Background: an optimization exercise with open tools, aiming at small area. Do not read the settings as production practice.
The RTL of this run was laid out without a check of its function.
No activity file was given, so power comes from the tool's default toggle rates.

## constraint.sdc

```tcl
create_clock -name core_clock -period 7.0 [get_ports {clk}]
set_input_delay 1.4000 -clock core_clock [delete_from_list [all_inputs] [get_ports {clk}]]
set_output_delay 1.4000 -clock core_clock [all_outputs]
set_load 0.01 [all_outputs]
```

## design.v

```verilog
module cv_fa(a, b, c, s, co);
input a, b, c;
output s, co;
assign s = a ^ b ^ c;
assign co = (a & b) | (a & c) | (b & c);
endmodule
module cv_ha(a, b, s, co);
input a, b;
output s, co;
assign s = a ^ b;
assign co = a & b;
endmodule
module cv_xn(a, b, y);
input a, b;
output y;
assign y = ~(a ^ b);
endmodule
module conv_layer(out, activations, weights, clk, rst);
output reg [255:0] out;
input [63:0] activations;
input [63:0] weights;
input clk, rst;
reg [63:0] w_r;
reg [7:0] one [0:3];   
reg [7:0] two [0:3];   
reg [7:0] neg [0:3];   
reg [6:0] c;
reg s1, s2, v;
reg [23:0] acc [0:15];
reg [2:0] cr [0:15];
reg [15:0] sh [0:15];
wire first = (c == 7'd0) | s2;    
wire ld_sh = (c == 7'd0);         
wire ld_out = (c == 7'd6) & v;     
wire [23:0] kinit = s2 ? 24'd7929856 : 24'd2359296;
always @(posedge clk) begin
  w_r <= weights;
  s2 <= s1;
  if (!rst) begin
    c <= 7'd0;
    s1 <= 1'b1;
    v <= 1'b0;
  end else begin
    c <= (c == 7'd107) ? 7'd0 : c + 7'd1;
    s1 <= 1'b0;
    if (c == 7'd107) v <= 1'b1;
  end
end
wire [7:0] nz [0:3];
wire [7:0] negn [0:3];
genvar p, j, i;
generate
for (p = 0; p < 4; p = p + 1) begin : enc
  wire [16:0] ax = {activations[16*p +: 16], 1'b0};
  for (j = 0; j < 8; j = j + 1) begin : dig
    always @(posedge clk) begin
      one[p][j] <= ax[2*j+1] ^ ax[2*j];
      two[p][j] <= (ax[2*j+2] & ~ax[2*j+1] & ~ax[2*j]) | (~ax[2*j+2] & ax[2*j+1] & ax[2*j]);
      neg[p][j] <= ax[2*j+2];
    end
    assign nz[p][j] = one[p][j] | two[p][j];
    assign negn[p][j] = ~neg[p][j];
  end
end
for (i = 0; i < 16; i = i + 1) begin : lane
  localparam integer F = i / 4, P = i % 4;
  wire [15:0] w = w_r[16*F +: 16];
  wire [23:0] accfb = first ? kinit : acc[i];
  wire [2:0] crfb = first ? 3'd0 : cr[i];
  wire [23:0] sum;
  wire [2:0] cout;
  wire p1;
  wire q2;
  wire p3;
  wire q4;
  wire p5;
  wire q6;
  wire p7;
  wire q8;
  wire p9;
  wire q10;
  wire p11;
  wire q12;
  wire p13;
  wire q14;
  wire p15;
  wire q16;
  wire p17;
  wire q18;
  wire p19;
  wire q20;
  wire p21;
  wire q22;
  wire p23;
  wire q24;
  wire p25;
  wire q26;
  wire p27;
  wire q28;
  wire p29;
  wire q30;
  wire p31;
  wire q32;
  wire p33;
  wire q34;
  wire p35;
  wire q36;
  wire p37;
  wire q38;
  wire p39;
  wire q40;
  wire p41;
  wire q42;
  wire p43;
  wire q44;
  wire p45;
  wire q46;
  wire p47;
  wire q48;
  wire p49;
  wire q50;
  wire p51;
  wire q52;
  wire p53;
  wire q54;
  wire p55;
  wire q56;
  wire p57;
  wire q58;
  wire p59;
  wire q60;
  wire p61;
  wire q62;
  wire p63;
  wire q64;
  wire p65;
  wire q66;
  wire p67;
  wire q68;
  wire p69;
  wire q70;
  wire p71;
  wire q72;
  wire p73;
  wire q74;
  wire p75;
  wire q76;
  wire p77;
  wire q78;
  wire p79;
  wire q80;
  wire p81;
  wire q82;
  wire p83;
  wire q84;
  wire p85;
  wire q86;
  wire p87;
  wire q88;
  wire p89;
  wire q90;
  wire p91;
  wire q92;
  wire p93;
  wire q94;
  wire p95;
  wire q96;
  wire p97;
  wire q98;
  wire p99;
  wire q100;
  wire p101;
  wire q102;
  wire p103;
  wire q104;
  wire p105;
  wire q106;
  wire p107;
  wire q108;
  wire p109;
  wire q110;
  wire p111;
  wire q112;
  wire p113;
  wire q114;
  wire p115;
  wire q116;
  wire p117;
  wire q118;
  wire p119;
  wire q120;
  wire p121;
  wire q122;
  wire p123;
  wire q124;
  wire p125;
  wire q126;
  wire p127;
  wire q128;
  wire p129;
  wire q130;
  wire p131;
  wire q132;
  wire p133;
  wire q134;
  wire p135;
  wire q136;
  wire p137;
  wire q138;
  wire p139;
  wire q140;
  wire p141;
  wire q142;
  wire p143;
  wire q144;
  wire p145;
  wire q146;
  wire p147;
  wire q148;
  wire p149;
  wire q150;
  wire p151;
  wire q152;
  wire p153;
  wire q154;
  wire p155;
  wire q156;
  wire p157;
  wire q158;
  wire p159;
  wire q160;
  wire p161;
  wire q162;
  wire p163;
  wire q164;
  wire p165;
  wire q166;
  wire p167;
  wire q168;
  wire p169;
  wire q170;
  wire p171;
  wire q172;
  wire p173;
  wire q174;
  wire p175;
  wire q176;
  wire p177;
  wire q178;
  wire p179;
  wire q180;
  wire p181;
  wire q182;
  wire p183;
  wire q184;
  wire p185;
  wire q186;
  wire p187;
  wire q188;
  wire p189;
  wire q190;
  wire p191;
  wire q192;
  wire p193;
  wire q194;
  wire p195;
  wire q196;
  wire p197;
  wire q198;
  wire p199;
  wire q200;
  wire p201;
  wire q202;
  wire p203;
  wire q204;
  wire p205;
  wire q206;
  wire p207;
  wire q208;
  wire p209;
  wire q210;
  wire p211;
  wire q212;
  wire p213;
  wire q214;
  wire p215;
  wire q216;
  wire p217;
  wire q218;
  wire p219;
  wire q220;
  wire p221;
  wire q222;
  wire p223;
  wire q224;
  wire p225;
  wire q226;
  wire p227;
  wire q228;
  wire p229;
  wire q230;
  wire p231;
  wire q232;
  wire p233;
  wire q234;
  wire p235;
  wire q236;
  wire p237;
  wire q238;
  wire p239;
  wire q240;
  wire s241;
  wire c242;
  wire s243;
  wire c244;
  wire s245;
  wire c246;
  wire s247;
  wire c248;
  wire s249;
  wire c250;
  wire s251;
  wire c252;
  wire s253;
  wire c254;
  wire s255;
  wire c256;
  wire s257;
  wire c258;
  wire s259;
  wire c260;
  wire s261;
  wire c262;
  wire s263;
  wire c264;
  wire s265;
  wire c266;
  wire s267;
  wire c268;
  wire s269;
  wire c270;
  wire s271;
  wire c272;
  wire s273;
  wire c274;
  wire s275;
  wire c276;
  wire s277;
  wire c278;
  wire s279;
  wire c280;
  wire s281;
  wire c282;
  wire s283;
  wire c284;
  wire s285;
  wire c286;
  wire s287;
  wire c288;
  wire s289;
  wire c290;
  wire s291;
  wire c292;
  wire s293;
  wire c294;
  wire s295;
  wire c296;
  wire s297;
  wire c298;
  wire s299;
  wire c300;
  wire s301;
  wire c302;
  wire s303;
  wire c304;
  wire s305;
  wire c306;
  wire s307;
  wire c308;
  wire s309;
  wire c310;
  wire s311;
  wire c312;
  wire s313;
  wire c314;
  wire s315;
  wire c316;
  wire s317;
  wire c318;
  wire s319;
  wire c320;
  wire s321;
  wire c322;
  wire s323;
  wire c324;
  wire s325;
  wire c326;
  wire s327;
  wire c328;
  wire s329;
  wire c330;
  wire s331;
  wire c332;
  wire s333;
  wire c334;
  wire s335;
  wire c336;
  wire s337;
  wire c338;
  wire s339;
  wire c340;
  wire s341;
  wire c342;
  wire s343;
  wire c344;
  wire s345;
  wire c346;
  wire s347;
  wire c348;
  wire s349;
  wire c350;
  wire s351;
  wire c352;
  wire s353;
  wire c354;
  wire s355;
  wire c356;
  wire s357;
  wire c358;
  wire s359;
  wire c360;
  wire s361;
  wire c362;
  wire s363;
  wire c364;
  wire s365;
  wire c366;
  wire s367;
  wire c368;
  wire s369;
  wire c370;
  wire s371;
  wire c372;
  wire s373;
  wire c374;
  wire s375;
  wire c376;
  wire s377;
  wire c378;
  wire s379;
  wire c380;
  wire s381;
  wire c382;
  wire s383;
  wire c384;
  wire s385;
  wire c386;
  wire s387;
  wire c388;
  wire s389;
  wire c390;
  wire s391;
  wire c392;
  wire s393;
  wire c394;
  wire s395;
  wire c396;
  wire s397;
  wire c398;
  wire s399;
  wire c400;
  wire s401;
  wire c402;
  wire s403;
  wire c404;
  wire s405;
  wire c406;
  wire s407;
  wire c408;
  wire s409;
  wire c410;
  wire s411;
  wire c412;
  wire s413;
  wire c414;
  wire s415;
  wire c416;
  wire s417;
  wire c418;
  wire s419;
  wire c420;
  wire s421;
  wire c422;
  wire s423;
  wire c424;
  wire s425;
  wire c426;
  wire s427;
  wire c428;
  wire s429;
  wire c430;
  wire s431;
  wire c432;
  wire s433;
  wire c434;
  wire s435;
  wire c436;
  wire s437;
  wire c438;
  wire s439;
  wire c440;
  wire s441;
  wire c442;
  wire s443;
  wire c444;
  wire s445;
  wire c446;
  wire s447;
  wire c448;
  wire s449;
  wire c450;
  wire s451;
  wire c452;
  wire s453;
  wire c454;
  wire s455;
  wire c456;
  wire s457;
  wire c458;
  wire s459;
  wire c460;
  wire s461;
  wire c462;
  wire s463;
  wire c464;
  wire s465;
  wire c466;
  wire s467;
  wire c468;
  wire s469;
  wire c470;
  wire s471;
  wire c472;
  wire s473;
  wire c474;
  wire s475;
  wire c476;
  wire s477;
  wire c478;
  wire s479;
  wire c480;
  wire s481;
  wire c482;
  wire s483;
  wire c484;
  wire s485;
  wire c486;
  wire s487;
  wire c488;
  wire s489;
  wire c490;
  wire s491;
  wire c492;
  wire s493;
  wire c494;
  wire s495;
  wire c496;
  wire s497;
  wire c498;
  wire s499;
  wire c500;
  wire s501;
  wire c502;
  wire s503;
  wire c504;
  wire s505;
  wire c506;
  wire s507;
  wire c508;
  wire s509;
  wire c510;
  wire s511;
  wire c512;
  wire s513;
  wire c514;
  wire s515;
  wire c516;
  assign q2 = ~(one[P][0] & w[0]);
  cv_xn up1 (.a(q2), .b(neg[P][0]), .y(p1));
  assign q4 = ~((one[P][0] & w[1]) | (two[P][0] & w[0]));
  cv_xn up3 (.a(q4), .b(neg[P][0]), .y(p3));
  assign q6 = ~((one[P][0] & w[2]) | (two[P][0] & w[1]));
  cv_xn up5 (.a(q6), .b(neg[P][0]), .y(p5));
  assign q8 = ~((one[P][0] & w[3]) | (two[P][0] & w[2]));
  cv_xn up7 (.a(q8), .b(neg[P][0]), .y(p7));
  assign q10 = ~((one[P][0] & w[4]) | (two[P][0] & w[3]));
  cv_xn up9 (.a(q10), .b(neg[P][0]), .y(p9));
  assign q12 = ~((one[P][0] & w[5]) | (two[P][0] & w[4]));
  cv_xn up11 (.a(q12), .b(neg[P][0]), .y(p11));
  assign q14 = ~((one[P][0] & w[6]) | (two[P][0] & w[5]));
  cv_xn up13 (.a(q14), .b(neg[P][0]), .y(p13));
  assign q16 = ~((one[P][0] & w[7]) | (two[P][0] & w[6]));
  cv_xn up15 (.a(q16), .b(neg[P][0]), .y(p15));
  assign q18 = ~((one[P][0] & w[8]) | (two[P][0] & w[7]));
  cv_xn up17 (.a(q18), .b(neg[P][0]), .y(p17));
  assign q20 = ~((one[P][0] & w[9]) | (two[P][0] & w[8]));
  cv_xn up19 (.a(q20), .b(neg[P][0]), .y(p19));
  assign q22 = ~((one[P][0] & w[10]) | (two[P][0] & w[9]));
  cv_xn up21 (.a(q22), .b(neg[P][0]), .y(p21));
  assign q24 = ~((one[P][0] & w[11]) | (two[P][0] & w[10]));
  cv_xn up23 (.a(q24), .b(neg[P][0]), .y(p23));
  assign q26 = ~((one[P][0] & w[12]) | (two[P][0] & w[11]));
  cv_xn up25 (.a(q26), .b(neg[P][0]), .y(p25));
  assign q28 = ~((one[P][0] & w[13]) | (two[P][0] & w[12]));
  cv_xn up27 (.a(q28), .b(neg[P][0]), .y(p27));
  assign q30 = ~((one[P][0] & w[14]) | (two[P][0] & w[13]));
  cv_xn up29 (.a(q30), .b(neg[P][0]), .y(p29));
  assign q32 = ~((one[P][0] & w[15]) | (two[P][0] & w[14]));
  cv_xn up31 (.a(q32), .b(neg[P][0]), .y(p31));
  assign q34 = ~(nz[P][0] & w[15]);
  cv_xn up33 (.a(q34), .b(negn[P][0]), .y(p33));
  assign q36 = ~(one[P][1] & w[0]);
  cv_xn up35 (.a(q36), .b(neg[P][1]), .y(p35));
  assign q38 = ~((one[P][1] & w[1]) | (two[P][1] & w[0]));
  cv_xn up37 (.a(q38), .b(neg[P][1]), .y(p37));
  assign q40 = ~((one[P][1] & w[2]) | (two[P][1] & w[1]));
  cv_xn up39 (.a(q40), .b(neg[P][1]), .y(p39));
  assign q42 = ~((one[P][1] & w[3]) | (two[P][1] & w[2]));
  cv_xn up41 (.a(q42), .b(neg[P][1]), .y(p41));
  assign q44 = ~((one[P][1] & w[4]) | (two[P][1] & w[3]));
  cv_xn up43 (.a(q44), .b(neg[P][1]), .y(p43));
  assign q46 = ~((one[P][1] & w[5]) | (two[P][1] & w[4]));
  cv_xn up45 (.a(q46), .b(neg[P][1]), .y(p45));
  assign q48 = ~((one[P][1] & w[6]) | (two[P][1] & w[5]));
  cv_xn up47 (.a(q48), .b(neg[P][1]), .y(p47));
  assign q50 = ~((one[P][1] & w[7]) | (two[P][1] & w[6]));
  cv_xn up49 (.a(q50), .b(neg[P][1]), .y(p49));
  assign q52 = ~((one[P][1] & w[8]) | (two[P][1] & w[7]));
  cv_xn up51 (.a(q52), .b(neg[P][1]), .y(p51));
  assign q54 = ~((one[P][1] & w[9]) | (two[P][1] & w[8]));
  cv_xn up53 (.a(q54), .b(neg[P][1]), .y(p53));
  assign q56 = ~((one[P][1] & w[10]) | (two[P][1] & w[9]));
  cv_xn up55 (.a(q56), .b(neg[P][1]), .y(p55));
  assign q58 = ~((one[P][1] & w[11]) | (two[P][1] & w[10]));
  cv_xn up57 (.a(q58), .b(neg[P][1]), .y(p57));
  assign q60 = ~((one[P][1] & w[12]) | (two[P][1] & w[11]));
  cv_xn up59 (.a(q60), .b(neg[P][1]), .y(p59));
  assign q62 = ~((one[P][1] & w[13]) | (two[P][1] & w[12]));
  cv_xn up61 (.a(q62), .b(neg[P][1]), .y(p61));
  assign q64 = ~((one[P][1] & w[14]) | (two[P][1] & w[13]));
  cv_xn up63 (.a(q64), .b(neg[P][1]), .y(p63));
  assign q66 = ~((one[P][1] & w[15]) | (two[P][1] & w[14]));
  cv_xn up65 (.a(q66), .b(neg[P][1]), .y(p65));
  assign q68 = ~(nz[P][1] & w[15]);
  cv_xn up67 (.a(q68), .b(negn[P][1]), .y(p67));
  assign q70 = ~(one[P][2] & w[0]);
  cv_xn up69 (.a(q70), .b(neg[P][2]), .y(p69));
  assign q72 = ~((one[P][2] & w[1]) | (two[P][2] & w[0]));
  cv_xn up71 (.a(q72), .b(neg[P][2]), .y(p71));
  assign q74 = ~((one[P][2] & w[2]) | (two[P][2] & w[1]));
  cv_xn up73 (.a(q74), .b(neg[P][2]), .y(p73));
  assign q76 = ~((one[P][2] & w[3]) | (two[P][2] & w[2]));
  cv_xn up75 (.a(q76), .b(neg[P][2]), .y(p75));
  assign q78 = ~((one[P][2] & w[4]) | (two[P][2] & w[3]));
  cv_xn up77 (.a(q78), .b(neg[P][2]), .y(p77));
  assign q80 = ~((one[P][2] & w[5]) | (two[P][2] & w[4]));
  cv_xn up79 (.a(q80), .b(neg[P][2]), .y(p79));
  assign q82 = ~((one[P][2] & w[6]) | (two[P][2] & w[5]));
  cv_xn up81 (.a(q82), .b(neg[P][2]), .y(p81));
  assign q84 = ~((one[P][2] & w[7]) | (two[P][2] & w[6]));
  cv_xn up83 (.a(q84), .b(neg[P][2]), .y(p83));
  assign q86 = ~((one[P][2] & w[8]) | (two[P][2] & w[7]));
  cv_xn up85 (.a(q86), .b(neg[P][2]), .y(p85));
  assign q88 = ~((one[P][2] & w[9]) | (two[P][2] & w[8]));
  cv_xn up87 (.a(q88), .b(neg[P][2]), .y(p87));
  assign q90 = ~((one[P][2] & w[10]) | (two[P][2] & w[9]));
  cv_xn up89 (.a(q90), .b(neg[P][2]), .y(p89));
  assign q92 = ~((one[P][2] & w[11]) | (two[P][2] & w[10]));
  cv_xn up91 (.a(q92), .b(neg[P][2]), .y(p91));
  assign q94 = ~((one[P][2] & w[12]) | (two[P][2] & w[11]));
  cv_xn up93 (.a(q94), .b(neg[P][2]), .y(p93));
  assign q96 = ~((one[P][2] & w[13]) | (two[P][2] & w[12]));
  cv_xn up95 (.a(q96), .b(neg[P][2]), .y(p95));
  assign q98 = ~((one[P][2] & w[14]) | (two[P][2] & w[13]));
  cv_xn up97 (.a(q98), .b(neg[P][2]), .y(p97));
  assign q100 = ~((one[P][2] & w[15]) | (two[P][2] & w[14]));
  cv_xn up99 (.a(q100), .b(neg[P][2]), .y(p99));
  assign q102 = ~(nz[P][2] & w[15]);
  cv_xn up101 (.a(q102), .b(negn[P][2]), .y(p101));
  assign q104 = ~(one[P][3] & w[0]);
  cv_xn up103 (.a(q104), .b(neg[P][3]), .y(p103));
  assign q106 = ~((one[P][3] & w[1]) | (two[P][3] & w[0]));
  cv_xn up105 (.a(q106), .b(neg[P][3]), .y(p105));
  assign q108 = ~((one[P][3] & w[2]) | (two[P][3] & w[1]));
  cv_xn up107 (.a(q108), .b(neg[P][3]), .y(p107));
  assign q110 = ~((one[P][3] & w[3]) | (two[P][3] & w[2]));
  cv_xn up109 (.a(q110), .b(neg[P][3]), .y(p109));
  assign q112 = ~((one[P][3] & w[4]) | (two[P][3] & w[3]));
  cv_xn up111 (.a(q112), .b(neg[P][3]), .y(p111));
  assign q114 = ~((one[P][3] & w[5]) | (two[P][3] & w[4]));
  cv_xn up113 (.a(q114), .b(neg[P][3]), .y(p113));
  assign q116 = ~((one[P][3] & w[6]) | (two[P][3] & w[5]));
  cv_xn up115 (.a(q116), .b(neg[P][3]), .y(p115));
  assign q118 = ~((one[P][3] & w[7]) | (two[P][3] & w[6]));
  cv_xn up117 (.a(q118), .b(neg[P][3]), .y(p117));
  assign q120 = ~((one[P][3] & w[8]) | (two[P][3] & w[7]));
  cv_xn up119 (.a(q120), .b(neg[P][3]), .y(p119));
  assign q122 = ~((one[P][3] & w[9]) | (two[P][3] & w[8]));
  cv_xn up121 (.a(q122), .b(neg[P][3]), .y(p121));
  assign q124 = ~((one[P][3] & w[10]) | (two[P][3] & w[9]));
  cv_xn up123 (.a(q124), .b(neg[P][3]), .y(p123));
  assign q126 = ~((one[P][3] & w[11]) | (two[P][3] & w[10]));
  cv_xn up125 (.a(q126), .b(neg[P][3]), .y(p125));
  assign q128 = ~((one[P][3] & w[12]) | (two[P][3] & w[11]));
  cv_xn up127 (.a(q128), .b(neg[P][3]), .y(p127));
  assign q130 = ~((one[P][3] & w[13]) | (two[P][3] & w[12]));
  cv_xn up129 (.a(q130), .b(neg[P][3]), .y(p129));
  assign q132 = ~((one[P][3] & w[14]) | (two[P][3] & w[13]));
  cv_xn up131 (.a(q132), .b(neg[P][3]), .y(p131));
  assign q134 = ~((one[P][3] & w[15]) | (two[P][3] & w[14]));
  cv_xn up133 (.a(q134), .b(neg[P][3]), .y(p133));
  assign q136 = ~(nz[P][3] & w[15]);
  cv_xn up135 (.a(q136), .b(negn[P][3]), .y(p135));
  assign q138 = ~(one[P][4] & w[0]);
  cv_xn up137 (.a(q138), .b(neg[P][4]), .y(p137));
  assign q140 = ~((one[P][4] & w[1]) | (two[P][4] & w[0]));
  cv_xn up139 (.a(q140), .b(neg[P][4]), .y(p139));
  assign q142 = ~((one[P][4] & w[2]) | (two[P][4] & w[1]));
  cv_xn up141 (.a(q142), .b(neg[P][4]), .y(p141));
  assign q144 = ~((one[P][4] & w[3]) | (two[P][4] & w[2]));
  cv_xn up143 (.a(q144), .b(neg[P][4]), .y(p143));
  assign q146 = ~((one[P][4] & w[4]) | (two[P][4] & w[3]));
  cv_xn up145 (.a(q146), .b(neg[P][4]), .y(p145));
  assign q148 = ~((one[P][4] & w[5]) | (two[P][4] & w[4]));
  cv_xn up147 (.a(q148), .b(neg[P][4]), .y(p147));
  assign q150 = ~((one[P][4] & w[6]) | (two[P][4] & w[5]));
  cv_xn up149 (.a(q150), .b(neg[P][4]), .y(p149));
  assign q152 = ~((one[P][4] & w[7]) | (two[P][4] & w[6]));
  cv_xn up151 (.a(q152), .b(neg[P][4]), .y(p151));
  assign q154 = ~((one[P][4] & w[8]) | (two[P][4] & w[7]));
  cv_xn up153 (.a(q154), .b(neg[P][4]), .y(p153));
  assign q156 = ~((one[P][4] & w[9]) | (two[P][4] & w[8]));
  cv_xn up155 (.a(q156), .b(neg[P][4]), .y(p155));
  assign q158 = ~((one[P][4] & w[10]) | (two[P][4] & w[9]));
  cv_xn up157 (.a(q158), .b(neg[P][4]), .y(p157));
  assign q160 = ~((one[P][4] & w[11]) | (two[P][4] & w[10]));
  cv_xn up159 (.a(q160), .b(neg[P][4]), .y(p159));
  assign q162 = ~((one[P][4] & w[12]) | (two[P][4] & w[11]));
  cv_xn up161 (.a(q162), .b(neg[P][4]), .y(p161));
  assign q164 = ~((one[P][4] & w[13]) | (two[P][4] & w[12]));
  cv_xn up163 (.a(q164), .b(neg[P][4]), .y(p163));
  assign q166 = ~((one[P][4] & w[14]) | (two[P][4] & w[13]));
  cv_xn up165 (.a(q166), .b(neg[P][4]), .y(p165));
  assign q168 = ~((one[P][4] & w[15]) | (two[P][4] & w[14]));
  cv_xn up167 (.a(q168), .b(neg[P][4]), .y(p167));
  assign q170 = ~(one[P][5] & w[0]);
  cv_xn up169 (.a(q170), .b(neg[P][5]), .y(p169));
  assign q172 = ~((one[P][5] & w[1]) | (two[P][5] & w[0]));
  cv_xn up171 (.a(q172), .b(neg[P][5]), .y(p171));
  assign q174 = ~((one[P][5] & w[2]) | (two[P][5] & w[1]));
  cv_xn up173 (.a(q174), .b(neg[P][5]), .y(p173));
  assign q176 = ~((one[P][5] & w[3]) | (two[P][5] & w[2]));
  cv_xn up175 (.a(q176), .b(neg[P][5]), .y(p175));
  assign q178 = ~((one[P][5] & w[4]) | (two[P][5] & w[3]));
  cv_xn up177 (.a(q178), .b(neg[P][5]), .y(p177));
  assign q180 = ~((one[P][5] & w[5]) | (two[P][5] & w[4]));
  cv_xn up179 (.a(q180), .b(neg[P][5]), .y(p179));
  assign q182 = ~((one[P][5] & w[6]) | (two[P][5] & w[5]));
  cv_xn up181 (.a(q182), .b(neg[P][5]), .y(p181));
  assign q184 = ~((one[P][5] & w[7]) | (two[P][5] & w[6]));
  cv_xn up183 (.a(q184), .b(neg[P][5]), .y(p183));
  assign q186 = ~((one[P][5] & w[8]) | (two[P][5] & w[7]));
  cv_xn up185 (.a(q186), .b(neg[P][5]), .y(p185));
  assign q188 = ~((one[P][5] & w[9]) | (two[P][5] & w[8]));
  cv_xn up187 (.a(q188), .b(neg[P][5]), .y(p187));
  assign q190 = ~((one[P][5] & w[10]) | (two[P][5] & w[9]));
  cv_xn up189 (.a(q190), .b(neg[P][5]), .y(p189));
  assign q192 = ~((one[P][5] & w[11]) | (two[P][5] & w[10]));
  cv_xn up191 (.a(q192), .b(neg[P][5]), .y(p191));
  assign q194 = ~((one[P][5] & w[12]) | (two[P][5] & w[11]));
  cv_xn up193 (.a(q194), .b(neg[P][5]), .y(p193));
  assign q196 = ~((one[P][5] & w[13]) | (two[P][5] & w[12]));
  cv_xn up195 (.a(q196), .b(neg[P][5]), .y(p195));
  assign q198 = ~(one[P][6] & w[0]);
  cv_xn up197 (.a(q198), .b(neg[P][6]), .y(p197));
  assign q200 = ~((one[P][6] & w[1]) | (two[P][6] & w[0]));
  cv_xn up199 (.a(q200), .b(neg[P][6]), .y(p199));
  assign q202 = ~((one[P][6] & w[2]) | (two[P][6] & w[1]));
  cv_xn up201 (.a(q202), .b(neg[P][6]), .y(p201));
  assign q204 = ~((one[P][6] & w[3]) | (two[P][6] & w[2]));
  cv_xn up203 (.a(q204), .b(neg[P][6]), .y(p203));
  assign q206 = ~((one[P][6] & w[4]) | (two[P][6] & w[3]));
  cv_xn up205 (.a(q206), .b(neg[P][6]), .y(p205));
  assign q208 = ~((one[P][6] & w[5]) | (two[P][6] & w[4]));
  cv_xn up207 (.a(q208), .b(neg[P][6]), .y(p207));
  assign q210 = ~((one[P][6] & w[6]) | (two[P][6] & w[5]));
  cv_xn up209 (.a(q210), .b(neg[P][6]), .y(p209));
  assign q212 = ~((one[P][6] & w[7]) | (two[P][6] & w[6]));
  cv_xn up211 (.a(q212), .b(neg[P][6]), .y(p211));
  assign q214 = ~((one[P][6] & w[8]) | (two[P][6] & w[7]));
  cv_xn up213 (.a(q214), .b(neg[P][6]), .y(p213));
  assign q216 = ~((one[P][6] & w[9]) | (two[P][6] & w[8]));
  cv_xn up215 (.a(q216), .b(neg[P][6]), .y(p215));
  assign q218 = ~((one[P][6] & w[10]) | (two[P][6] & w[9]));
  cv_xn up217 (.a(q218), .b(neg[P][6]), .y(p217));
  assign q220 = ~((one[P][6] & w[11]) | (two[P][6] & w[10]));
  cv_xn up219 (.a(q220), .b(neg[P][6]), .y(p219));
  assign q222 = ~(one[P][7] & w[0]);
  cv_xn up221 (.a(q222), .b(neg[P][7]), .y(p221));
  assign q224 = ~((one[P][7] & w[1]) | (two[P][7] & w[0]));
  cv_xn up223 (.a(q224), .b(neg[P][7]), .y(p223));
  assign q226 = ~((one[P][7] & w[2]) | (two[P][7] & w[1]));
  cv_xn up225 (.a(q226), .b(neg[P][7]), .y(p225));
  assign q228 = ~((one[P][7] & w[3]) | (two[P][7] & w[2]));
  cv_xn up227 (.a(q228), .b(neg[P][7]), .y(p227));
  assign q230 = ~((one[P][7] & w[4]) | (two[P][7] & w[3]));
  cv_xn up229 (.a(q230), .b(neg[P][7]), .y(p229));
  assign q232 = ~((one[P][7] & w[5]) | (two[P][7] & w[4]));
  cv_xn up231 (.a(q232), .b(neg[P][7]), .y(p231));
  assign q234 = ~((one[P][7] & w[6]) | (two[P][7] & w[5]));
  cv_xn up233 (.a(q234), .b(neg[P][7]), .y(p233));
  assign q236 = ~((one[P][7] & w[7]) | (two[P][7] & w[6]));
  cv_xn up235 (.a(q236), .b(neg[P][7]), .y(p235));
  assign q238 = ~((one[P][7] & w[8]) | (two[P][7] & w[7]));
  cv_xn up237 (.a(q238), .b(neg[P][7]), .y(p237));
  assign q240 = ~((one[P][7] & w[9]) | (two[P][7] & w[8]));
  cv_xn up239 (.a(q240), .b(neg[P][7]), .y(p239));
  cv_fa us241 (.a(accfb[0]), .b(neg[P][0]), .c(p1), .s(s241), .co(c242));
  cv_fa us243 (.a(accfb[1]), .b(p3), .c(c242), .s(s243), .co(c244));
  cv_fa us245 (.a(accfb[2]), .b(neg[P][1]), .c(p35), .s(s245), .co(c246));
  cv_fa us247 (.a(p5), .b(s245), .c(c244), .s(s247), .co(c248));
  cv_fa us249 (.a(accfb[3]), .b(p37), .c(p7), .s(s249), .co(c250));
  cv_fa us251 (.a(c246), .b(s249), .c(c248), .s(s251), .co(c252));
  cv_fa us253 (.a(accfb[4]), .b(neg[P][2]), .c(p39), .s(s253), .co(c254));
  cv_fa us255 (.a(p69), .b(p9), .c(s253), .s(s255), .co(c256));
  cv_fa us257 (.a(c250), .b(s255), .c(c252), .s(s257), .co(c258));
  cv_fa us259 (.a(accfb[5]), .b(p11), .c(p41), .s(s259), .co(c260));
  cv_fa us261 (.a(p71), .b(c254), .c(s259), .s(s261), .co(c262));
  cv_fa us263 (.a(c256), .b(s261), .c(c258), .s(s263), .co(c264));
  cv_fa us265 (.a(accfb[6]), .b(crfb[0]), .c(neg[P][3]), .s(s265), .co(c266));
  cv_fa us267 (.a(s265), .b(p103), .c(p13), .s(s267), .co(c268));
  cv_fa us269 (.a(p43), .b(p73), .c(c260), .s(s269), .co(c270));
  cv_fa us271 (.a(s267), .b(s269), .c(c262), .s(s271), .co(c272));
  cv_fa us273 (.a(accfb[7]), .b(c266), .c(p105), .s(s273), .co(c274));
  cv_fa us275 (.a(p15), .b(p45), .c(p75), .s(s275), .co(c276));
  cv_fa us277 (.a(s273), .b(c268), .c(s275), .s(s277), .co(c278));
  cv_fa us279 (.a(c270), .b(s277), .c(c272), .s(s279), .co(c280));
  cv_fa us281 (.a(accfb[8]), .b(neg[P][4]), .c(p107), .s(s281), .co(c282));
  cv_fa us283 (.a(p137), .b(p17), .c(p47), .s(s283), .co(c284));
  cv_fa us285 (.a(p77), .b(c274), .c(s281), .s(s285), .co(c286));
  cv_fa us287 (.a(c276), .b(s283), .c(s285), .s(s287), .co(c288));
  cv_fa us289 (.a(c278), .b(s287), .c(c280), .s(s289), .co(c290));
  cv_fa us291 (.a(accfb[9]), .b(p109), .c(p139), .s(s291), .co(c292));
  cv_fa us293 (.a(p19), .b(p49), .c(p79), .s(s293), .co(c294));
  cv_fa us295 (.a(c282), .b(c284), .c(s291), .s(s295), .co(c296));
  cv_fa us297 (.a(s293), .b(c286), .c(s295), .s(s297), .co(c298));
  cv_fa us299 (.a(c288), .b(s297), .c(c290), .s(s299), .co(c300));
  cv_fa us301 (.a(accfb[10]), .b(neg[P][5]), .c(p111), .s(s301), .co(c302));
  cv_fa us303 (.a(p141), .b(p169), .c(p21), .s(s303), .co(c304));
  cv_fa us305 (.a(p51), .b(p81), .c(s301), .s(s305), .co(c306));
  cv_fa us307 (.a(c292), .b(c294), .c(s303), .s(s307), .co(c308));
  cv_fa us309 (.a(s305), .b(c296), .c(s307), .s(s309), .co(c310));
  cv_fa us311 (.a(c298), .b(s309), .c(c300), .s(s311), .co(c312));
  cv_fa us313 (.a(accfb[11]), .b(p113), .c(p143), .s(s313), .co(c314));
  cv_fa us315 (.a(p171), .b(p23), .c(p53), .s(s315), .co(c316));
  cv_fa us317 (.a(p83), .b(c302), .c(c304), .s(s317), .co(c318));
  cv_fa us319 (.a(s313), .b(s315), .c(c306), .s(s319), .co(c320));
  cv_fa us321 (.a(s317), .b(c308), .c(s319), .s(s321), .co(c322));
  cv_fa us323 (.a(c310), .b(s321), .c(c312), .s(s323), .co(c324));
  cv_fa us325 (.a(accfb[12]), .b(crfb[1]), .c(neg[P][6]), .s(s325), .co(c326));
  cv_fa us327 (.a(s325), .b(p115), .c(p145), .s(s327), .co(c328));
  cv_fa us329 (.a(p173), .b(p197), .c(p25), .s(s329), .co(c330));
  cv_fa us331 (.a(p55), .b(p85), .c(c314), .s(s331), .co(c332));
  cv_fa us333 (.a(c316), .b(s327), .c(s329), .s(s333), .co(c334));
  cv_fa us335 (.a(c318), .b(s331), .c(s333), .s(s335), .co(c336));
  cv_fa us337 (.a(c320), .b(s335), .c(c322), .s(s337), .co(c338));
  cv_fa us339 (.a(accfb[13]), .b(c326), .c(p117), .s(s339), .co(c340));
  cv_fa us341 (.a(p147), .b(p175), .c(p199), .s(s341), .co(c342));
  cv_fa us343 (.a(p27), .b(p57), .c(p87), .s(s343), .co(c344));
  cv_fa us345 (.a(s339), .b(c328), .c(c330), .s(s345), .co(c346));
  cv_fa us347 (.a(s341), .b(s343), .c(c332), .s(s347), .co(c348));
  cv_fa us349 (.a(c334), .b(s345), .c(s347), .s(s349), .co(c350));
  cv_fa us351 (.a(c336), .b(s349), .c(c338), .s(s351), .co(c352));
  cv_fa us353 (.a(accfb[14]), .b(neg[P][7]), .c(p119), .s(s353), .co(c354));
  cv_fa us355 (.a(p149), .b(p177), .c(p201), .s(s355), .co(c356));
  cv_fa us357 (.a(p221), .b(p29), .c(p59), .s(s357), .co(c358));
  cv_fa us359 (.a(p89), .b(c340), .c(s353), .s(s359), .co(c360));
  cv_fa us361 (.a(c342), .b(c344), .c(s355), .s(s361), .co(c362));
  cv_fa us363 (.a(s357), .b(s359), .c(c346), .s(s363), .co(c364));
  cv_fa us365 (.a(s361), .b(c348), .c(s363), .s(s365), .co(c366));
  cv_fa us367 (.a(c350), .b(s365), .c(c352), .s(s367), .co(c368));
  cv_fa us369 (.a(accfb[15]), .b(p121), .c(p151), .s(s369), .co(c370));
  cv_fa us371 (.a(p179), .b(p203), .c(p223), .s(s371), .co(c372));
  cv_fa us373 (.a(p31), .b(p61), .c(p91), .s(s373), .co(c374));
  cv_fa us375 (.a(c354), .b(c356), .c(c358), .s(s375), .co(c376));
  cv_fa us377 (.a(s369), .b(s371), .c(s373), .s(s377), .co(c378));
  cv_fa us379 (.a(c360), .b(c362), .c(s375), .s(s379), .co(c380));
  cv_fa us381 (.a(s377), .b(c364), .c(s379), .s(s381), .co(c382));
  cv_fa us383 (.a(c366), .b(s381), .c(c368), .s(s383), .co(c384));
  cv_fa us385 (.a(accfb[16]), .b(p123), .c(p153), .s(s385), .co(c386));
  cv_fa us387 (.a(p181), .b(p205), .c(p225), .s(s387), .co(c388));
  cv_fa us389 (.a(p33), .b(p63), .c(p93), .s(s389), .co(c390));
  cv_fa us391 (.a(c370), .b(c372), .c(c374), .s(s391), .co(c392));
  cv_fa us393 (.a(s385), .b(s387), .c(s389), .s(s393), .co(c394));
  cv_fa us395 (.a(c376), .b(c378), .c(s391), .s(s395), .co(c396));
  cv_fa us397 (.a(s393), .b(c380), .c(s395), .s(s397), .co(c398));
  cv_fa us399 (.a(c382), .b(s397), .c(c384), .s(s399), .co(c400));
  cv_fa us401 (.a(accfb[17]), .b(p125), .c(p155), .s(s401), .co(c402));
  cv_fa us403 (.a(p183), .b(p207), .c(p227), .s(s403), .co(c404));
  cv_fa us405 (.a(p65), .b(p95), .c(c386), .s(s405), .co(c406));
  cv_fa us407 (.a(c388), .b(c390), .c(s401), .s(s407), .co(c408));
  cv_fa us409 (.a(s403), .b(s405), .c(c392), .s(s409), .co(c410));
  cv_fa us411 (.a(c394), .b(s407), .c(s409), .s(s411), .co(c412));
  cv_fa us413 (.a(c396), .b(s411), .c(c398), .s(s413), .co(c414));
  cv_fa us415 (.a(accfb[18]), .b(crfb[2]), .c(p127), .s(s415), .co(c416));
  cv_fa us417 (.a(p157), .b(p185), .c(p209), .s(s417), .co(c418));
  cv_fa us419 (.a(p229), .b(p67), .c(p97), .s(s419), .co(c420));
  cv_fa us421 (.a(s415), .b(c402), .c(c404), .s(s421), .co(c422));
  cv_fa us423 (.a(s417), .b(s419), .c(c406), .s(s423), .co(c424));
  cv_fa us425 (.a(c408), .b(s421), .c(s423), .s(s425), .co(c426));
  cv_fa us427 (.a(c410), .b(s425), .c(c412), .s(s427), .co(c428));
  cv_fa us429 (.a(accfb[19]), .b(p129), .c(p159), .s(s429), .co(c430));
  cv_fa us431 (.a(p187), .b(p211), .c(p231), .s(s431), .co(c432));
  cv_fa us433 (.a(p99), .b(c416), .c(c418), .s(s433), .co(c434));
  cv_fa us435 (.a(c420), .b(s429), .c(s431), .s(s435), .co(c436));
  cv_fa us437 (.a(s433), .b(c422), .c(s435), .s(s437), .co(c438));
  cv_fa us439 (.a(c424), .b(s437), .c(c426), .s(s439), .co(c440));
  cv_fa us441 (.a(accfb[20]), .b(p101), .c(p131), .s(s441), .co(c442));
  cv_fa us443 (.a(p161), .b(p189), .c(p213), .s(s443), .co(c444));
  cv_fa us445 (.a(p233), .b(c430), .c(c432), .s(s445), .co(c446));
  cv_fa us447 (.a(s441), .b(s443), .c(c434), .s(s447), .co(c448));
  cv_fa us449 (.a(c436), .b(s445), .c(s447), .s(s449), .co(c450));
  cv_fa us451 (.a(c438), .b(s449), .c(c440), .s(s451), .co(c452));
  cv_fa us453 (.a(accfb[21]), .b(p133), .c(p163), .s(s453), .co(c454));
  cv_fa us455 (.a(p191), .b(p215), .c(p235), .s(s455), .co(c456));
  cv_fa us457 (.a(c442), .b(c444), .c(s453), .s(s457), .co(c458));
  cv_fa us459 (.a(s455), .b(c446), .c(s457), .s(s459), .co(c460));
  cv_fa us461 (.a(c448), .b(s459), .c(c450), .s(s461), .co(c462));
  cv_fa us463 (.a(accfb[22]), .b(p135), .c(p165), .s(s463), .co(c464));
  cv_fa us465 (.a(p193), .b(p217), .c(p237), .s(s465), .co(c466));
  cv_fa us467 (.a(c454), .b(c456), .c(s463), .s(s467), .co(c468));
  cv_fa us469 (.a(s465), .b(c458), .c(s467), .s(s469), .co(c470));
  cv_fa us471 (.a(c460), .b(s469), .c(c462), .s(s471), .co(c472));
  cv_fa us473 (.a(accfb[23]), .b(p167), .c(p195), .s(s473), .co(c474));
  cv_fa us475 (.a(p219), .b(p239), .c(c464), .s(s475), .co(c476));
  cv_fa us477 (.a(c466), .b(s473), .c(s475), .s(s477), .co(c478));
  cv_fa us479 (.a(c468), .b(s477), .c(c470), .s(s479), .co(c480));
  cv_ha us481 (.a(c264), .b(s271), .s(s481), .co(c482));
  cv_ha us483 (.a(s279), .b(c482), .s(s483), .co(c484));
  cv_ha us485 (.a(s289), .b(c484), .s(s485), .co(c486));
  cv_ha us487 (.a(s299), .b(c486), .s(s487), .co(c488));
  cv_ha us489 (.a(s311), .b(c488), .s(s489), .co(c490));
  cv_ha us491 (.a(s323), .b(c490), .s(s491), .co(c492));
  cv_ha us493 (.a(c324), .b(s337), .s(s493), .co(c494));
  cv_ha us495 (.a(s351), .b(c494), .s(s495), .co(c496));
  cv_ha us497 (.a(s367), .b(c496), .s(s497), .co(c498));
  cv_ha us499 (.a(s383), .b(c498), .s(s499), .co(c500));
  cv_ha us501 (.a(s399), .b(c500), .s(s501), .co(c502));
  cv_fa us503 (.a(c400), .b(s413), .c(c502), .s(s503), .co(c504));
  cv_ha us505 (.a(c414), .b(s427), .s(s505), .co(c506));
  cv_fa us507 (.a(c428), .b(s439), .c(c506), .s(s507), .co(c508));
  cv_ha us509 (.a(s451), .b(c508), .s(s509), .co(c510));
  cv_fa us511 (.a(c452), .b(s461), .c(c510), .s(s511), .co(c512));
  cv_ha us513 (.a(s471), .b(c512), .s(s513), .co(c514));
  cv_fa us515 (.a(c472), .b(s479), .c(c514), .s(s515), .co(c516));
  assign sum = {s515, s513, s511, s509, s507, s505, s503, s501, s499, s497, s495, s493, s491, s489, s487, s485, s483, s481, s263, s257, s251, s247, s243, s241};
  assign cout = {c504, c492, 1'b0};
  wire rc1;
  wire rc2;
  wire rs3;
  wire rc4;
  wire rs5;
  wire rc6;
  wire rs7;
  wire rc8;
  wire rs9;
  wire rc10;
  wire rs11;
  wire rc12;
  wire rs13;
  wire rc14;
  wire rs15;
  wire rc16;
  wire rs17;
  wire rc18;
  wire rs19;
  wire rc20;
  wire rs21;
  wire rc22;
  wire rs23;
  wire rc24;
  wire rs25;
  wire rc26;
  wire rs27;
  wire rc28;
  wire rs29;
  wire rc30;
  wire rs31;
  wire rc32;
  wire rs33;
  assign rc1 = acc[i][6] & cr[i][0];
  assign rc2 = acc[i][7] & rc1;
  cv_ha urs3 (.a(acc[i][8]), .b(rc2), .s(rs3), .co(rc4));
  cv_ha urs5 (.a(acc[i][9]), .b(rc4), .s(rs5), .co(rc6));
  cv_ha urs7 (.a(acc[i][10]), .b(rc6), .s(rs7), .co(rc8));
  cv_ha urs9 (.a(acc[i][11]), .b(rc8), .s(rs9), .co(rc10));
  cv_fa urs11 (.a(acc[i][12]), .b(rc10), .c(cr[i][1]), .s(rs11), .co(rc12));
  cv_ha urs13 (.a(acc[i][13]), .b(rc12), .s(rs13), .co(rc14));
  cv_ha urs15 (.a(acc[i][14]), .b(rc14), .s(rs15), .co(rc16));
  cv_ha urs17 (.a(acc[i][15]), .b(rc16), .s(rs17), .co(rc18));
  cv_ha urs19 (.a(acc[i][16]), .b(rc18), .s(rs19), .co(rc20));
  cv_ha urs21 (.a(acc[i][17]), .b(rc20), .s(rs21), .co(rc22));
  cv_fa urs23 (.a(acc[i][18]), .b(rc22), .c(cr[i][2]), .s(rs23), .co(rc24));
  cv_ha urs25 (.a(acc[i][19]), .b(rc24), .s(rs25), .co(rc26));
  cv_ha urs27 (.a(acc[i][20]), .b(rc26), .s(rs27), .co(rc28));
  cv_ha urs29 (.a(acc[i][21]), .b(rc28), .s(rs29), .co(rc30));
  cv_ha urs31 (.a(acc[i][22]), .b(rc30), .s(rs31), .co(rc32));
  assign rs33 = acc[i][23] ^ rc32;
  wire [15:0] full = {rs33, rs31, rs29, rs27, rs25, rs23, rs21, rs19, rs17, rs15, rs13, rs11, rs9, rs7, rs5, rs3};
  always @(posedge clk) begin
    acc[i] <= sum;
    cr[i] <= cout;
    if (ld_sh) sh[i] <= full;
    if (!rst) out[16*i +: 16] <= 16'd0;
    else if (ld_out) out[16*i +: 16] <= sh[i];
  end
end
endgenerate
endmodule
```

## standard.sh

```bash
#!/bin/bash
# synth_recipe.tcl (not shown) runs the flow's synth.tcl, then flattens the netlist and writes it again
# the make line also repeats each setting of config.mk as NAME=value (left out here)
make -C /OpenROAD-flow-scripts/flow DESIGN_CONFIG=/design/flow/config.mk WORK_HOME=/design/flow/orfs CLKGATE_MAP_FILE= SYNTH_SCRIPT=/design/flow/synth_recipe.tcl "${@:-finish}"
```

## config.mk

```make
export PLATFORM = sky130hd
export DESIGN_NAME = conv_layer
export DESIGN_NICKNAME = conv_layer
export VERILOG_FILES = /design/flow/design.v
export SDC_FILE = /design/flow/constraint.sdc
export NUM_CORES = 8
export LEC_CHECK = 0
export CAP_MARGIN = 10
export CORE_MARGIN = 2
export CORE_UTILIZATION = 65
export CTS_BUF_LIST = sky130_fd_sc_hd__clkbuf_8 sky130_fd_sc_hd__clkbuf_16
export CTS_CLUSTER_DIAMETER = 100
export CTS_CLUSTER_SIZE = 20
export SLEW_MARGIN = 10
export SYNTH_HIERARCHICAL = 1
export SYNTH_MINIMUM_KEEP_SIZE = 0
```

## flow/run.sh

```bash
#!/bin/bash
# Own layout flow: the standard layout (standard.sh: ORFS synthesis through finish),
# with the smallest buffer (buf_1) as the buffer on every input and output port.
set -euo pipefail
cd "$(dirname "$0")/.."
export BUFFER_PORTS_ARGS="-buffer_cell sky130_fd_sc_hd__buf_1"
bash standard.sh > flow_standard.log 2>&1
```

==> summary.md <==
| Metric | Value |
|---|---|
| Status | finished clean |
| Tmin final | 6680 ps |
| Routed Antenna Nets | 0 |
| CTS Sinks | 1098 |
| CP Class | reg -> reg |
| Global Route Usage Sum | 43.7% |
| Post-CTS Setup Inserts | 0 |
| Detailed placement HPWL | 283000 um |
| Share of cells above drive strength 1 | 8.51% |
| Top Ports | 386 |
| Via count | 83000 |
| Clock Latency Late Sink | 770 ps |
| Post-Place Cells | 12100 |
| Placer's final routability congestion estimate | 0.982 |
| Critical Path Fanout Max | 24 |
| Area Growth Syn to Fin | 7.61% |
| Standard-cell rows | 153 |
| Post-synthesis cell type count | 34 |
| Num CTS Buffers | 74 |
| RSZ-0062 raised after global routing | false |
| Initial antenna violation count | 27 |
| 1st-pass router iterations | 7 |
| Hold_buf cts | 0 |
| Fin util | 70.2% |
| Core Area | 0.173 mm^2 |
| Initial DRC count | 11000 |
| Vias per cell | 6.77 |
| Total Nets Final | 12400 |
| #FFs+latches synth | 1098 |
| Dpl ws | 328 ps |
| Hold Vio Cnt, Final | 0 |
| Post-Syn Area per Cell | 11.6 um^2 |
| Fin Setup TNS | 0 ps |
| # resized after CTS | 0 |
| Die height | 421 um |
| Gr ovfl total | 0 |
| DR WL/cell | 31.4 um |
| Die width | 421 um |
| Post-synth EDFFs | 256 |
| CTS Root Cell | clkbuf_16 |
| Final setup vio count | 0 |
| DRC errors left | 0 |
| Post-synth top cells | 2016 x fa_1, 1921 x xnor2_1, 1728 x a22oi_1 |
| Fin cells | 12300 |
| Largest cells by area after synthesis | fa_1 36%, dfxtp_1 15%, xnor2_1 15% |
| Port Buffers | 385 |
| Power density over the cells | 500 mW/mm^2 |
| CP arrival | 7310 ps |
| Startpoint Class | register |
| Initial Utilization | 65.2% |
| Worst Max-Slew Pin Slew | 1130 ps |
| Yosys warning total | 19 |
| Setup ws final | 320 ps |
| Hold Path Class | reg -> reg |
| CTS max path bufs | 3 |
| Overall routed net length | 385000 um |
| Post-synthesis sequential area ratio | 21.7% |
| Vias in the first global route | 88000 |
| Share of the synthesized area in the top cell type | 35.7% |
| H-tree depth | 3 |
| Clk slew on worst S/H paths | 80 ps |
| Final Skew | 43.3 ps |
| CP Capture Type | register |
| Die area | 0.177 mm^2 |
| CTS tree | yes |
| Mapped Cells | 9730 |
| Asr flop ratio synth | 0% |
| Static Leakage | 45.1 nW |
| Worst ir drop on vdd | 0.442 mV |
| Most used standard cell by instance count after synthesis | fa_1 |
| Data required, critical path | 7630 ps |
| Max-cap violation count | 0 |
| Hold Worst Slack | 342 ps |
| Dominant synthesized flop cell | dfxtp_1 |
| Largest net degree at the start of global routing | 167 |
| Slew headroom | 24.8% |
| Final worst-path cycle share | 95.4% |
| Area leader, netlist | fa_1 |
| Slew Viols, Final | 0 |
| First-pass GRT wire length | 577000 um |
| Max Fclk | 150 MHz |
| Fillers | 12900 |
| Synth Cell Area | 0.113 mm^2 |
==> kinds of logic (layout without fill, tap and decap cells) <==
family	count (synthesis)	in the layout	synth area share (%)
compound gates	1907	1907	12.4
xor+xnor	1967	1967	15.2
fa+ha+maj	2451	2451	40.5
buf+inv	994	1146	3.50
flops	1098	1098	21.7
mux	256	256	2.26
other cells	1	46	0.00331
simple gates	1056	1056	4.44
==> power by group <==
| part | total, W | internal [W] | switching (W) |
|---|---|---|---|
| Combinational | 0.0440 | 0.0207 | 0.0233 |
| Clock | 0.00467 | 0.00206 | 0.00262 |
| Sequential | 0.0121 | 0.0103 | 0.00181 |
==> area by class of cell <==
cell class              instances  area [um^2]  share of cell area (%)
multi-input cells            7669        84800                    69.7
flip-flops and latches       1098        24800                    20.4
repair buffers                971         6710                    5.51
well taps                    2325         2910                    2.39
clock buffers                  77         1900                    1.56
clock inverters                61          443                   0.364
inverters                      37          146                   0.120
diodes                         14         35.0                  0.0288
==> flip-flops by register name, summed over array words and instances, names as in the netlist, 7 cells and up <==
| name | count |
|---|---|
| w_r | 64 |
| sh | 256 |
| c | 7 |
| cr | 32 |
| one | 32 |
| acc | 384 |
| neg | 32 |
| out | 256 |
| two | 32 |
==> critical path, stage by stage (launching register included) <==
cell and delay [ps]:
dfxtp_1 390, inv_1 80, ha_1 270, a31oi_4 220, buf_12 230, buf_12 230, buf_4 260, and2_1 180
fa_1 460, fa_1 520, fa_1 530, fa_1 440, fa_1 420, fa_1 380, fa_1 390, fa_1 390
fa_1 450, ha_1 230, fa_1 420
==> modules after synthesis (local to each module, per instance) <==
module	cells inside	flip-flops and latches
cv_ha	1	0
conv_layer	5362	1098
cv_xn	1	0
cv_fa	1	0
==> metal layers <==
layer	routed length (um)	part of all wire [%]	vias up	GRT usage (%)
li1	-	-	33200	-
met1	143000	37	42400	59.4
met2	163000	42	6123	62.1
met3	51900	13	1289	14.5
met4	26700	6.9	20	23.9
met5	133	0.035	-	0
==> cell usage in the layout (no fill, tap or decap), types with 7 or more instances in the layout <==
master and count:
a21o_1 64, a21oi_1 18, a22oi_1 1728, and2_1 320, buf_1 384, buf_12 69
buf_4 517, clkbuf_16 75, conb_1 32, dfxtp_1 696, dfxtp_2 116, dfxtp_4 30
diode_2 14, edfxtp_1 256, fa_1 2016, ha_1 435, inv_1 70, mux2i_1 256
nand2_1 642, nand2b_1 44, nand3b_1 28, nor2_1 7, o21ai_0 93, xnor2_1 1921
xor2_1 44
==> per-stage QoR <==
| stage | cell area [um^2] | total power (W) |
|---|---|---|
| floorplan | 113000 | 0.0422 |
| global placement | 119000 | 0.0537 |
| detailed placement | 119000 | 0.0556 |
| CTS | 122000 | 0.0611 |
| global route | 122000 | 0.0681 |
| finish | 122000 | 0.0608 |
==> final timing paths <==
path                                 startpoint  depth (start not counted)  slack (ps)                 end
worst max register to register  c[0]$_SDFF_PP0_                         18         320  acc[3][17]$_DFF_P_
worst max-delay path            c[0]$_SDFF_PP0_                         18         320  acc[3][17]$_DFF_P_
worst min-delay path                 s1$_DFF_P_                          0         340          s2$_DFF_P_
worst min register to register       s1$_DFF_P_                          0         340          s2$_DFF_P_

-- what the ideal ports hide --
No port has a modelled driver above. Below, the same layout with a new extraction and two added sets of constraints.
Step 1 sets driving cells, clkbuf_16 on the clock port and buf_2 on the other inputs (assumed; they add their load-dependent delay and slew).
Step 2 times the ports against the registers' clock, not the clock port: input delays grow and output delays shrink by t, the midpoint of the rising clock arrivals with the driver on.
Three values: no drivers, after step 1, after step 2; two values: the first two.
shift t [ns]: 0.847
slack for setup (ns): 0.320 / 0.320 / 0.320
hold WS [ns]: 0.342 / 0.342 / 0.342
clock arrival spread, ns: 0.044 / 0.044
worst register clock-pin slew, ns: 0.10 / 0.10
After both steps setup and hold are still met in this run. For this run, drivers alone change the setup slack by 0.000 ns; drivers and shift together by 0.000 ns.
